What follows belongs to an exercise in optimizing a design on an open flow for small area; a production flow would make more cautious choices.
Only simulation tests tie the RTL to the original design; equivalence was not proved.
No driver is modelled on the clock port, so clocking that relies on it looks cheaper here than on a real chip.

## seg_clock
module seg_clock(clock, rst, seg_d, seg_w, w_key, val);
function [3:0] dab;
  input [3:0] d;
  begin
    dab[3] = d[3] | (d[2] & (d[1] | d[0]));
    dab[2] = (d[2] & ~d[1] & ~d[0]) | (d[3] & d[0]);
    dab[1] = (d[1] & (~d[2] | d[0])) | (d[3] & ~d[0]);
    dab[0] = (~d[3] & ~d[2] & d[0]) | (d[2] & d[1] & ~d[0]) | (d[3] & ~d[0]);
  end
endfunction
function [11:0] radd;
  input [10:0] a;
  input [10:0] b;
  input        ci;
  integer k;
  reg c;
  begin
    c = ci;
    for (k = 0; k < 11; k = k + 1) begin
      radd[k] = a[k] ^ b[k] ^ c;
      c = (a[k] & b[k]) | (c & (a[k] ^ b[k]));
    end
    radd[11] = c;
  end
endfunction
function [9:0] bcd2bin;
  input [11:0] d;
  reg [11:0] y;
  reg [11:0] z;
  begin
    y = radd({6'd0, d[11:8], 1'b0}, {4'd0, d[11:8], 3'b0}, 1'b0);
    y = radd(y[10:0], {7'd0, d[7:4]}, 1'b0);
    z = radd({3'd0, y[6:0], 1'b0}, {1'b0, y[6:0], 3'b0}, 1'b0);
    z = radd(z[10:0], {7'd0, d[3:0]}, 1'b0);
    bcd2bin = z[9:0];
  end
endfunction
input        clock;
input        rst;
input  [3:0] val;
input  [4:0] w_key;
output [7:0] seg_d;
output [3:0] seg_w;
reg [3:0] scan;
always @(posedge clock or negedge rst)
  if (!rst) scan <= 4'd3;
  else      scan <= scan ^ {&scan[2:0], &scan[1:0], scan[0], 1'b1};
wire anykey = |w_key;
reg  [1:0] pst;
wire idle = (pst == 2'd0);
wire proc = (pst == 2'd2);         
always @(posedge clock or negedge rst)
  if (!rst) pst <= 2'd0;
  else case (pst)
    2'd0: pst <= anykey ? 2'd1 : 2'd0;
    2'd1: pst <= 2'd2;
    default: pst <= anykey ? 2'd3 : 2'd0;
  endcase
reg [3:0] key;
always @(posedge clock)
  if (idle)
    key <= w_key[1] ? val : {1'b1, w_key[2] | w_key[0], ~w_key[2], w_key[3]};
wire is_dig = ~key[3] | ~(key[2] | key[1]);
wire is_op  = key[3] & (key[2] ^ key[1]);
wire is_eq  = key[3] & key[2] & key[1] & ~key[0];
reg  [1:0]  st;
  ...
Size: roughly 440 cells after synthesis.
export LEC_CHECK = 0
export CAP_MARGIN = 0
export CORE_MARGIN = 2
export CORE_UTILIZATION = 70
export SLEW_MARGIN = 0
create_clock -name core_clock -period 150.0 [get_ports {clock}]
standard.sh (not shown) runs the stock make flow with config.mk's settings and CLKGATE_MAP_FILE= SYNTH_SCRIPT=/design/flow/synth_recipe.tcl, a recipe that flattens the netlist after the stock synthesis.
==> flow/flow/run.sh <==
#!/bin/bash
# Standard ORFS layout (the standard.sh, standard synthesis unchanged) with
# three changes: the combinational logic of the synthesized netlist is
# re-mapped for area by Yosys/ABC (registers untouched), the port buffers are
# buf_1 cells, and clock tree synthesis uses clkbuf_4 buffers, no dummy loads,
# with the clock buffers that give a high clock-pin slew upsized to clkbuf_8.
# Each tool's output goes to its own log in this folder.
set -euo pipefail
W="$(cd "$(dirname "$0")/.." && pwd)"
cd "$W"
R="$W/orfs/results/sky130hd/seg_clock/base"
LIB="$FLOW_HOME/platforms/sky130hd/lib/sky130_fd_sc_hd__tt_025C_1v80.lib"
YOSYS="$FLOW_HOME/../tools/install/yosys/bin/yosys"
[[ -x "$YOSYS" ]] || YOSYS=yosys

bash standard.sh synth > make_synth.log 2>&1
cp "$R/1_2_yosys.v" "$W/standard_synth.v"
sed -e "s#LIBFILE#$LIB#g" -e "s#STDNETLIST#$W/standard_synth.v#" \
    -e "s#TOP#$FLOW_TOP#" -e "s#ABCSCRIPT#$W/flow/resynth.abc#" \
    -e "s#OUTNETLIST#$W/resynth.v#" flow/resynth.ys > resynth_run.ys
if "$YOSYS" -l resynth.log -q resynth_run.ys > /dev/null 2>&1 &&
   "$YOSYS" -l resynth_check.log -q -p "read_liberty -lib $LIB; read_verilog $W/resynth.v; hierarchy -top $FLOW_TOP; check -assert -mapped" > /dev/null 2>&1; then
  cp "$W/resynth.v" "$R/1_2_yosys.v"
  rm -f "$R/1_synth.odb" "$R/1_synth.sdc"
  bash standard.sh synth > make_synth2.log 2>&1
fi
export CLK_SLEW_TARGET=0.100
bash standard.sh finish \
  POST_CTS_TCL="$W/flow/upsize_clk.tcl" \
  BUFFER_PORTS_ARGS="-buffer_cell sky130_fd_sc_hd__buf_1" \
  CTS_ARGS="-sink_clustering_enable -repair_clock_nets -buf_list sky130_fd_sc_hd__clkbuf_4 -sink_clustering_size 30 -sink_clustering_max_diameter 100 -dont_use_dummy_load" \
  > make_finish.log 2>&1
==> flow/flow/upsize_clk.tcl <==
estimate_parasitics -placement
set target $::env(CLK_SLEW_TARGET)
set swapped 0
foreach inst [get_cells *] {
  set m [get_property $inst ref_name]
  if {![string match sky130_fd_sc_hd__clkbuf_* $m] || $m eq "sky130_fd_sc_hd__clkbuf_8"} { continue }
  set out [get_pins -of_objects $inst -filter "direction == output"]
  set worst 0
  foreach p [get_pins -of_objects [get_nets -of_objects $out] -filter "direction == input"] {
    set s [get_property $p slew_max]
    if {$s > $worst} { set worst $s }
  }
  if {$worst > $target} {
    replace_cell $inst sky130_fd_sc_hd__clkbuf_8
    incr swapped
  }
}
puts "clock buffers upsized: $swapped"
detailed_placement
estimate_parasitics -placement
Other scripts of this flow, unchanged in this note and not shown: flow/flow/resynth.abc, flow/flow/resynth.ys
The starting point completed with no timing, DRC or antenna violations.
Edit:
--- a/flow/flow/run.sh
+++ b/flow/flow/run.sh
@@ -4,4 +4,3 @@
 # re-mapped for area by Yosys/ABC (registers untouched), the port buffers are
-# buf_1 cells, and clock tree synthesis uses clkbuf_4 buffers, no dummy loads,
-# with the clock buffers that give a high clock-pin slew upsized to clkbuf_8.
+# buf_1 cells, and clock tree synthesis uses clkbuf_4 buffers, no dummy loads.
 # Each tool's output goes to its own log in this folder.
@@ -26,5 +25,3 @@
 fi
-export CLK_SLEW_TARGET=0.100
 bash standard.sh finish \
-  POST_CTS_TCL="$W/flow/upsize_clk.tcl" \
   BUFFER_PORTS_ARGS="-buffer_cell sky130_fd_sc_hd__buf_1" \
- CORE_UTILIZATION: 70 -> 88
removed: flow/flow/upsize_clk.tcl
The new run died in global placement without I/O.
Area after synthesis stays the same.
Synthesized cell count stays the same.
Edit:
- CORE_UTILIZATION: 88 -> 70
With this change the flow completed without violations.
Synthesized area does not change.
Synthesized cell count does not change.

afterwards: timing with drivers on the ports:
No port has a modelled driver above. Below, the same layouts with a new extraction and two added sets of constraints. Step 1 sets driving cells, clkbuf_16 on the clock port and buf_2 on the other inputs (assumed; they add their load-dependent delay and slew). Step 2 also shifts input and output timing later by t, the mid clock arrival at the registers, as if the neighbouring blocks saw the same clock. a / b / c = no drivers / after step 1 / after step 2; a / b = the first two.
| run | t, ns | setup WS [ns] | latest minus earliest clock arrival (ns) | slew at the worst register clock pin (ns) | pins driven straight from the clock port |
|---|---|---|---|---|---|
| the first run | 0.364 | 113.868 / 113.877 / 113.513 | 0.028 / 0.028 | 0.10 / 0.10 | 1 |
| the third run | 0.426 | 113.894 / 113.901 / 113.475 | 0.051 / 0.050 | 0.13 / 0.13 | 1 |
After both steps every run listed still meets setup and hold. For the third run, which loses most, drivers alone change the setup slack by +0.007 ns; drivers and shift together by -0.419 ns.
